Context: an optimization exercise on an open-source flow, tuned for small area, a short achievable clock period and few clock cycles per item. The choices shown serve that exercise and are no tape-out recipe. At most, simulation tests tie the RTL to the original design; equivalence was not proved.

==> v12 <==
Design Raptor64Mult, start of the top module:
module Raptor64Mult(rst, clk, ld, sgn, isMuli, a, b, imm, o, done);
==> flow/config.mk <==
export PLATFORM = sky130hd
export DESIGN_NAME = Raptor64Mult
export DESIGN_NICKNAME = Raptor64Mult
export VERILOG_FILES = /design/flow/design.v
export SDC_FILE = /design/flow/constraint.sdc
export NUM_CORES = 4
export LEC_CHECK = 0
export ABC_CLOCK_PERIOD_IN_PS = 3000
export CAP_MARGIN = 30
export CORE_MARGIN = 2
export CORE_UTILIZATION = 62
export CTS_BUF_LIST = sky130_fd_sc_hd__clkbuf_16
export CTS_CLUSTER_DIAMETER = 100
export CTS_CLUSTER_SIZE = 24
export SETUP_SLACK_MARGIN = 5
export SLEW_MARGIN = 40
export SYNTH_HIERARCHICAL = 1
export SYNTH_MINIMUM_KEEP_SIZE = 0
==> flow/constraint.sdc <==
create_clock -name core_clock -period 10.0 [get_ports {clk}]
set_input_delay 2.0000 -clock core_clock [delete_from_list [all_inputs] [get_ports {clk}]]
set_output_delay 2.0000 -clock core_clock [all_outputs]
set_load 0.01 [all_outputs]
standard.sh (not shown) runs the stock make flow with config.mk's settings and CLKGATE_MAP_FILE= SYNTH_SCRIPT=/design/flow/synth_recipe.tcl, a recipe that flattens the netlist after the stock synthesis.
==> flow/flow/run.sh <==
#!/bin/bash
set -euo pipefail
MARGIN=$(cat flow/margin.txt)
export BUFFER_PORTS_ARGS="-buffer_cell $(cat flow/bufcell.txt)"
sed -e "s/SETUP_SLACK_MARGIN=[-0-9.]*/SETUP_SLACK_MARGIN=${MARGIN}/" standard.sh > standard_margin.sh
grep -q "SETUP_SLACK_MARGIN=${MARGIN}" standard_margin.sh
bash standard_margin.sh > standard_margin.log 2>&1
==> flow/flow/bufcell.txt <==
sky130_fd_sc_hd__buf_1
==> flow/flow/margin.txt <==
6.7
==> v22: changes against v12 <==
Settings changed: CAP_MARGIN 30 to 50, CORE_UTILIZATION 62 to 68, SLEW_MARGIN 40 to 70.
==> run summary <==
status timing/DRC/antenna clean; FP Rows 82; vias per std cell around 6.6
the above is filed under v12

==> run summary <==
status timing/DRC/antenna clean; vias per std cell 6.81; FP Rows 79
the above is filed under v22

Testbench counts of v12, summed over its fixed seeds: cycles 19,200, items 2,400.
Testbench counts of v22, summed over its fixed seeds: cycles 19,200, items 2,400.

==> inputs of run a <==
Starting RTL as in the previous note.
clock: 10.0 ns
lec_check: 0
abc_clock_period_in_ps: 5000
cap_margin: 50
core_margin: 2
core_utilization: 62
cts_buf_list: sky130_fd_sc_hd__clkbuf_16
cts_cluster_diameter: 100
cts_cluster_size: 24
setup_slack_margin: 5
slew_margin: 70
synth_hierarchical: 1
synth_minimum_keep_size: 0
Scripts as last shown in full above: flow/flow/run.sh, flow/flow/bufcell.txt, flow/flow/margin.txt
==> run b (differences from run a) <==
Settings changed: ABC_CLOCK_PERIOD_IN_PS 5000 to 3000, CORE_UTILIZATION 62 to 55, CTS_BUF_LIST sky130_fd_sc_hd__clkbuf_16 to default, CTS_CLUSTER_DIAMETER 100 to default, CTS_CLUSTER_SIZE 24 to default.
==> comparison <==
Run a completed without violations. Run b passed the timing, DRC and antenna checks.
In run b the final area is higher than in run a, by about 4%.
In maximum frequency, run b and run a hardly differ.
Against run a, the hold slack of run b is lower by 0.0041 ns.
Critical path depth is the same in run b and run a.
Via count: run a is lower than run b (about 1.3%).
Non-clock buffer count: run a is lower than run b (33).
==> figures <==
item	run b	run a
Endpoint arrival time on the critical path	1.28 ns	1.29 ns
Layout cells sized above 1	9.50%	7.93%
Core area	56,700 um2	50,300 um2
Result of the run	complete, no violations	complete, no violations
Minimum period implied by the final worst setup slack	3.28 ns	3.29 ns
Ratio of layout area to synthesized area	1.157x	1.114x
Wire length of the first global-routing pass	165,000 um	158,000 um
Setup Slack @ Placement	6.12 ns	6.07 ns
Post-Route Utilization	64.6%	70.2%
Layout non-clock buf frac	6.94%	6.36%
Reg2reg end	sr[33]$_DFF_P_	sr[18]$_DFF_P_
# Taps	756	672
Global-route track usage on met2	60.8%	63.0%
Worst setup margin	6.72 ns	6.71 ns
Number of levels the H-tree was split into	2	1
Testbench counts of run a, summed over its fixed seeds: cycles 19,200, items 2,400.
Testbench counts of run b, summed over its fixed seeds: cycles 19,200, items 2,400.

==> run H: inputs <==
Raptor64Mult, a different RTL version from the one above (not shown whole).
Design Raptor64Mult, start of the top module:
module Raptor64Mult(rst, clk, ld, sgn, isMuli, a, b, imm, o, done);
input clk;
input rst;
input ld;
input sgn;
input isMuli;
input [63:0] a;
input [63:0] b;
input [63:0] imm;
output [127:0] o;
output done;
reg [6:0] ph;        
reg [64:0] ar;        
reg [69:0] dr;        
reg [65:0] sr, cr;    
reg [13:0] lsr, lcr;  
reg busy;            
reg nbit;             
reg ca, cb;           
wire [6:0] one0, two0, neg0;  
wire [6:0] one1, two1, neg1;  
wire [6:0] one2, two2, neg2;  
wire first = ph[0];
assign done = ph[6];
wire [70:0] bx = {{6{sgn & b[63]}}, b, 1'b0};
wire [70:0] ix = {{6{sgn & imm[63]}}, imm, 1'b0};
wire [14:0] xb = ({15{~busy}} & bx[14:0]) | ({15{ph[0]}} & bx[28:14]) | ({15{ph[1]}} & bx[42:28]) | ({15{ph[2]}} & bx[56:42]) | ({15{ph[3]}} & bx[70:56]);
wire [14:0] xi = ({15{~busy}} & ix[14:0]) | ({15{ph[0]}} & ix[28:14]) | ({15{ph[1]}} & ix[42:28]) | ({15{ph[2]}} & ix[56:42]) | ({15{ph[3]}} & ix[70:56]);
wire [14:0] xd = isMuli ? xi : xb;
wire [6:0] one_n, two_n, neg_n;
genvar k;
generate for (k = 0; k < 7; k = k + 1) begin : enc
	wire one_d = xd[2*k+1] ^ xd[2*k];
  ...
clock: 10.0 ns
lec_check: 0
abc_clock_period_in_ps: 3000
cap_margin: 50
core_margin: 2
core_utilization: 55
setup_slack_margin: 5
slew_margin: 70
synth_hierarchical: 1
synth_minimum_keep_size: 0
Scripts as last shown in full above: flow/flow/run.sh, flow/flow/bufcell.txt, flow/flow/margin.txt
==> run P (differences from run H) <==
--- a/flow/design.v
+++ b/flow/design.v
@@ -1958,20 +1958,20 @@
 fa3 u_s933 (.x(r_5[65]), .y(r_6[63]), .z(c782), .s(s933), .c(c934));
 assign s935 = ~r_6[64];
 assign c936 = r_6[64];
 wire [79:0] ts = {1'b0, 1'b1, r_6[65], s935, s933, s931, s929, s927, s925, s923, s921, s919, s917, s915, s913, s911, s909, s907, s905, s903, s901, s899, s897, s895, s893, s891, s889, s887, s885, s883, s881, s879, s877, s875, s873, s871, s869, s867, s865, s863, s861, s859, s857, s855, s853, s851, s849, s847, s845, s843, s841, s839, s837, s835, s833, s831, s829, s827, s825, s823, s821, s819, s817, s815, s813, s811, s809, s807, s805, s803, s801, s799, s797, s795, s793, s791, s789, s787, s785, s783};
 wire [79:0] tc = {1'b0, 1'b0, c936, c934, c932, c930, c928, c926, c924, c922, c920, c918, c916, c914, c912, c910, c908, c906, c904, c902, c900, c898, c896, c894, c892, c890, c888, c886, c884, c882, c880, c878, c876, c874, c872, c870, c868, c866, c864, c862, c860, c858, c856, c854, c852, c850, c848, c846, c844, c842, c840, c838, c836, c834, c832, c830, c828, c826, c824, c822, c820, c818, c816, c814, c812, c810, c808, c806, c804, c802, c800, c798, c796, c794, c792, c790, c788, c786, c784, 1'b0};
-wire [15:0] lo = (lsr & {14{~first}}) + ({lcr[13:1], ca} & {14{~first}}) + {nbit, 12'b0} + cb;
+wire [15:0] lo = lsr + {lcr[13:1], ca} + {nbit, 12'b0} + cb;
 always @(posedge clk) begin
 	dr <= {lo[13:0], dr[69:14]};
 	sr <= ts[79:14];
 	cr <= tc[79:14];
 	lsr <= ts[13:0];
 	lcr <= tc[13:0];
 	nbit <= busy & neg2[6];
-	ca <= busy & (lo[15] | lo[14]);
-	cb <= busy & lo[15];
+	ca <= busy & ~first & (lo[15] | lo[14]);
+	cb <= busy & ~first & lo[15];
 end
 wire [71:0] fa_p, fa_g;
 pgc u_fa_pg0 (.a(lsr[0]), .b(ca), .p(fa_p[0]), .g(fa_g[0]));
 pgc u_fa_pg1 (.a(lsr[1]), .b(lcr[1]), .p(fa_p[1]), .g(fa_g[1]));
 pgc u_fa_pg2 (.a(lsr[2]), .b(lcr[2]), .p(fa_p[2]), .g(fa_g[2]));
Settings changed: CORE_UTILIZATION 55 to 62, CTS_BUF_LIST set to sky130_fd_sc_hd__clkbuf_16, CTS_CLUSTER_DIAMETER set to 100, CTS_CLUSTER_SIZE set to 24.
==> run C (differences from run H) <==
--- a/flow/design.v
+++ b/flow/design.v
@@ -13,39 +13,48 @@
 reg [64:0] ar;        
 reg [69:0] dr;        
 reg [65:0] sr, cr;    
 reg [13:0] lsr, lcr;  
 reg busy;            
+reg shf;             
 reg nbit;             
 reg ca, cb;           
 wire [6:0] one0, two0, neg0;  
 wire [6:0] one1, two1, neg1;  
 wire [6:0] one2, two2, neg2;  
+reg [57:0] oh;        
+wire [63:0] d = isMuli ? imm : b;
+wire [84:0] dx = {{20{sgn & d[63]}}, d, 1'b0};   
 wire first = ph[0];
 assign done = ph[6];
-wire [70:0] bx = {{6{sgn & b[63]}}, b, 1'b0};
-wire [70:0] ix = {{6{sgn & imm[63]}}, imm, 1'b0};
-wire [14:0] xb = ({15{~busy}} & bx[14:0]) | ({15{ph[0]}} & bx[28:14]) | ({15{ph[1]}} & bx[42:28]) | ({15{ph[2]}} & bx[56:42]) | ({15{ph[3]}} & bx[70:56]);
-wire [14:0] xi = ({15{~busy}} & ix[14:0]) | ({15{ph[0]}} & ix[28:14]) | ({15{ph[1]}} & ix[42:28]) | ({15{ph[2]}} & ix[56:42]) | ({15{ph[3]}} & ix[70:56]);
-wire [14:0] xd = isMuli ? xi : xb;
+wire [14:0] xr = dr[14:0];
+wire [14:0] xb = {b[13:0], 1'b0};
+wire [14:0] xi = {imm[13:0], 1'b0};
 wire [6:0] one_n, two_n, neg_n;
 genvar k;
 generate for (k = 0; k < 7; k = k + 1) begin : enc
-	wire one_d = xd[2*k+1] ^ xd[2*k];
-	wire two_d = (xd[2*k+2] & ~xd[2*k+1] & ~xd[2*k]) | (~xd[2*k+2] & xd[2*k+1] & xd[2*k]);
-	wire neg_d = xd[2*k+2] & ~(xd[2*k+1] & xd[2*k]);
-	assign one_n[k] = one_d;
-	assign two_n[k] = two_d;
-	assign neg_n[k] = neg_d;
+	wire one_r = xr[2*k+1] ^ xr[2*k];
+	wire two_r = (xr[2*k+2] & ~xr[2*k+1] & ~xr[2*k]) | (~xr[2*k+2] & xr[2*k+1] & xr[2*k]);
+	wire neg_r = xr[2*k+2] & ~(xr[2*k+1] & xr[2*k]);
+	wire one_b = xb[2*k+1] ^ xb[2*k];
+	wire two_b = (xb[2*k+2] & ~xb[2*k+1] & ~xb[2*k]) | (~xb[2*k+2] & xb[2*k+1] & xb[2*k]);
+	wire neg_b = xb[2*k+2] & ~(xb[2*k+1] & xb[2*k]);
+	wire one_i = xi[2*k+1] ^ xi[2*k];
+	wire two_i = (xi[2*k+2] & ~xi[2*k+1] & ~xi[2*k]) | (~xi[2*k+2] & xi[2*k+1] & xi[2*k]);
+	wire neg_i = xi[2*k+2] & ~(xi[2*k+1] & xi[2*k]);
+	assign one_n[k] = busy ? one_r : isMuli ? one_i : one_b;
+	assign two_n[k] = busy ? two_r : isMuli ? two_i : two_b;
+	assign neg_n[k] = busy ? neg_r : isMuli ? neg_i : neg_b;
 end endgenerate
 always @(posedge clk) begin
 	if (rst)
 		ph <= 7'd0;
 	else
 		ph <= {ph[5:0], ld};
 	busy <= ~rst & (ld | ph[0] | ph[1] | ph[2] | ph[3]);
-	ar <= ph[5] ? {7'b0, fin[71:14]} : {sgn & a[63], a};
+	shf <= ~rst & (ld | ph[0] | ph[1] | ph[2] | ph[3] | ph[4]);
+	ar <= {sgn & a[63], a};
 end
 digq u_q0 (.clk(clk), .one_n(one_n), .two_n(two_n), .neg_n(neg_n), .one(one0), .two(two0), .neg(neg0));
 digq u_q1 (.clk(clk), .one_n(one_n), .two_n(two_n), .neg_n(neg_n), .one(one1), .two(two1), .neg(neg1));
 digq u_q2 (.clk(clk), .one_n(one_n), .two_n(two_n), .neg_n(neg_n), .one(one2), .two(two2), .neg(neg2));
 wire [65:0] r_0;
@@ -1960,11 +1969,14 @@
 assign c936 = r_6[64];
 wire [79:0] ts = {1'b0, 1'b1, r_6[65], s935, s933, s931, s929, s927, s925, s923, s921, s919, s917, s915, s913, s911, s909, s907, s905, s903, s901, s899, s897, s895, s893, s891, s889, s887, s885, s883, s881, s879, s877, s875, s873, s871, s869, s867, s865, s863, s861, s859, s857, s855, s853, s851, s849, s847, s845, s843, s841, s839, s837, s835, s833, s831, s829, s827, s825, s823, s821, s819, s817, s815, s813, s811, s809, s807, s805, s803, s801, s799, s797, s795, s793, s791, s789, s787, s785, s783};
 wire [79:0] tc = {1'b0, 1'b0, c936, c934, c932, c930, c928, c926, c924, c922, c920, c918, c916, c914, c912, c910, c908, c906, c904, c902, c900, c898, c896, c894, c892, c890, c888, c886, c884, c882, c880, c878, c876, c874, c872, c870, c868, c866, c864, c862, c860, c858, c856, c854, c852, c850, c848, c846, c844, c842, c840, c838, c836, c834, c832, c830, c828, c826, c824, c822, c820, c818, c816, c814, c812, c810, c808, c806, c804, c802, c800, c798, c796, c794, c792, c790, c788, c786, c784, 1'b0};
 wire [15:0] lo = (lsr & {14{~first}}) + ({lcr[13:1], ca} & {14{~first}}) + {nbit, 12'b0} + cb;
 always @(posedge clk) begin
-	dr <= {lo[13:0], dr[69:14]};
+	if (shf)
+		dr <= {lo[13:0], dr[69:14]};
+	else
+		dr <= dx[83:14];
 	sr <= ts[79:14];
 	cr <= tc[79:14];
 	lsr <= ts[13:0];
 	lcr <= tc[13:0];
 	nbit <= busy & neg2[6];
@@ -2363,11 +2375,13 @@
 wire fa_Gf_70;
 gn u_fa_Gf_70 (.gh(fa_g[69]), .ph(fa_p[69]), .gl(fa_Gs5_69), .go(fa_Gf_70));
 wire fa_Gf_72;
 gn u_fa_Gf_72 (.gh(fa_g[71]), .ph(fa_p[71]), .gl(fa_Gs5_71), .go(fa_Gf_72));
 wire [71:0] fin = {(fa_p[71] ^ fa_Gs5_71), (fa_p[70] ^ fa_Gf_70), (fa_p[69] ^ fa_Gs5_69), (fa_p[68] ^ fa_Gf_68), (fa_p[67] ^ fa_Gs5_67), (fa_p[66] ^ fa_Gf_66), (fa_p[65] ^ fa_Gs5_65), (fa_p[64] ^ fa_Gf_64), (fa_p[63] ^ fa_Gs4_63), (fa_p[62] ^ fa_Gf_62), (fa_p[61] ^ fa_Gs4_61), (fa_p[60] ^ fa_Gf_60), (fa_p[59] ^ fa_Gs4_59), (fa_p[58] ^ fa_Gf_58), (fa_p[57] ^ fa_Gs4_57), (fa_p[56] ^ fa_Gf_56), (fa_p[55] ^ fa_Gs4_55), (fa_p[54] ^ fa_Gf_54), (fa_p[53] ^ fa_Gs4_53), (fa_p[52] ^ fa_Gf_52), (fa_p[51] ^ fa_Gs4_51), (fa_p[50] ^ fa_Gf_50), (fa_p[49] ^ fa_Gs4_49), (fa_p[48] ^ fa_Gf_48), (fa_p[47] ^ fa_Gs4_47), (fa_p[46] ^ fa_Gf_46), (fa_p[45] ^ fa_Gs4_45), (fa_p[44] ^ fa_Gf_44), (fa_p[43] ^ fa_Gs4_43), (fa_p[42] ^ fa_Gf_42), (fa_p[41] ^ fa_Gs4_41), (fa_p[40] ^ fa_Gf_40), (fa_p[39] ^ fa_Gs4_39), (fa_p[38] ^ fa_Gf_38), (fa_p[37] ^ fa_Gs4_37), (fa_p[36] ^ fa_Gf_36), (fa_p[35] ^ fa_Gs4_35), (fa_p[34] ^ fa_Gf_34), (fa_p[33] ^ fa_Gs4_33), (fa_p[32] ^ fa_Gf_32), (fa_p[31] ^ fa_Gs3_31), (fa_p[30] ^ fa_Gf_30), (fa_p[29] ^ fa_Gs3_29), (fa_p[28] ^ fa_Gf_28), (fa_p[27] ^ fa_Gs3_27), (fa_p[26] ^ fa_Gf_26), (fa_p[25] ^ fa_Gs3_25), (fa_p[24] ^ fa_Gf_24), (fa_p[23] ^ fa_Gs3_23), (fa_p[22] ^ fa_Gf_22), (fa_p[21] ^ fa_Gs3_21), (fa_p[20] ^ fa_Gf_20), (fa_p[19] ^ fa_Gs3_19), (fa_p[18] ^ fa_Gf_18), (fa_p[17] ^ fa_Gs3_17), (fa_p[16] ^ fa_Gf_16), (fa_p[15] ^ fa_Gs2_15), (fa_p[14] ^ fa_Gf_14), (fa_p[13] ^ fa_Gs2_13), (fa_p[12] ^ fa_Gf_12), (fa_p[11] ^ fa_Gs2_11), (fa_p[10] ^ fa_Gf_10), (fa_p[9] ^ fa_Gs2_9), (fa_p[8] ^ fa_Gf_8), (fa_p[7] ^ fa_Gs1_7), (fa_p[6] ^ fa_Gf_6), (fa_p[5] ^ fa_Gs1_5), (fa_p[4] ^ fa_Gf_4), (fa_p[3] ^ fa_Gs0_3), (fa_p[2] ^ fa_Gf_2), (fa_p[1] ^ fa_Ga_1), (fa_p[0] ^ cb)};
-assign o = {ar[57:0], dr};
+always @(posedge clk)
+	oh <= fin[71:14];
+assign o = {oh, dr};
 endmodule
 module pgc(a, b, p, g);
 input a, b;
 output p, g;
 assign p = a ^ b;
==> run summary <==
                                                                                                           run C         run H         run P
# diodes                                                                                                       2             1             3
Post-layout instance area                                                                           0.0379 sq mm  0.0366 sq mm  0.0353 sq mm
Die width                                                                                                 249 um        244 um        230 um
Status                                                                                  timing/DRC/antenna clean  timing/DRC/antenna clean  timing/DRC/antenna clean
Share of synthesized area occupied by flip-flops and latches                                               0.256         0.230         0.230
Arithmetic-cell share of the synthesized area counting full adders, half adders and majority gates         0.324         0.332         0.333
Top routing layer used                                                                                      met5          met4          met5
Peak clock frequency supported by timing                                                               0.307 GHz     0.304 GHz     0.304 GHz
Routed length per placed instance                                                                        27.5 um       27.5 um       27.8 um
Cell area after synthesis                                                                           0.0330 sq mm  0.0317 sq mm  0.0317 sq mm
Worst clock skew                                                                                       0.0212 ns     0.0389 ns     0.0314 ns
Routed length on met2                                                                                   51300 um      51900 um      48600 um
Grt met3 use                                                                                              0.0603        0.0667        0.0826
Area of the core region                                                                             0.0592 sq mm  0.0574 sq mm  0.0503 sq mm
Worst hold endpoint                                                                                        ph[6]        dr[35]        dr[41]
Starting density of the core                                                                               0.558         0.553         0.630
Via count normalized by instance count                                                                      6.22          6.32          6.56
Basic-gate share of the synthesized area counting and, or, nand and nor cells                             0.0701        0.0696        0.0649
Post-CTS setup buffer count                                                                                    2            44             7
Testbench counts of run P, summed over its fixed seeds: cycles 19,200, items 2,400.
Testbench counts of run C, summed over its fixed seeds: cycles 19,200, items 2,400.
Only the layout flow was run in run H; the RTL was not checked for function there.

==> what the ideal ports hide <==
The flow's constraints put no driver on any port. The routed layouts listed below were extracted and timed again, unchanged, in two steps. Step 1: set_driving_cell puts a clkbuf_16 on clk and a buf_2 on each other input, an assumption about the parent block. Step 2 moves the port delays by t, midway between the first and last clock arrival at a register: inputs arrive t later, outputs are due t later. That takes back most of the time a late clock gives input paths. a / b / c = ideal ports / drivers / drivers and shift; a / b = the first two.
run	t, ns	slack for setup (ns)	worst data-port slew with drivers (ns)
v12	0.655	6.718 / 6.657 / 6.104	0.11
v22	0.633	6.696 / 6.640 / 6.175	0.16
run a	0.638	6.713 / 6.652 / 6.167	0.11
run b	0.667	6.716 / 6.650 / 6.186	0.09
run H	0.681	6.713 / 6.648 / 6.345	0.11
run P	0.638	6.713 / 6.652 / 6.167	0.11
run C	0.680	6.742 / 6.676 / 6.344	0.13
After both steps every run listed still meets setup and hold. The setup slack of v12, which loses most, moves by -0.061 ns with the drivers and by -0.614 ns with both steps.
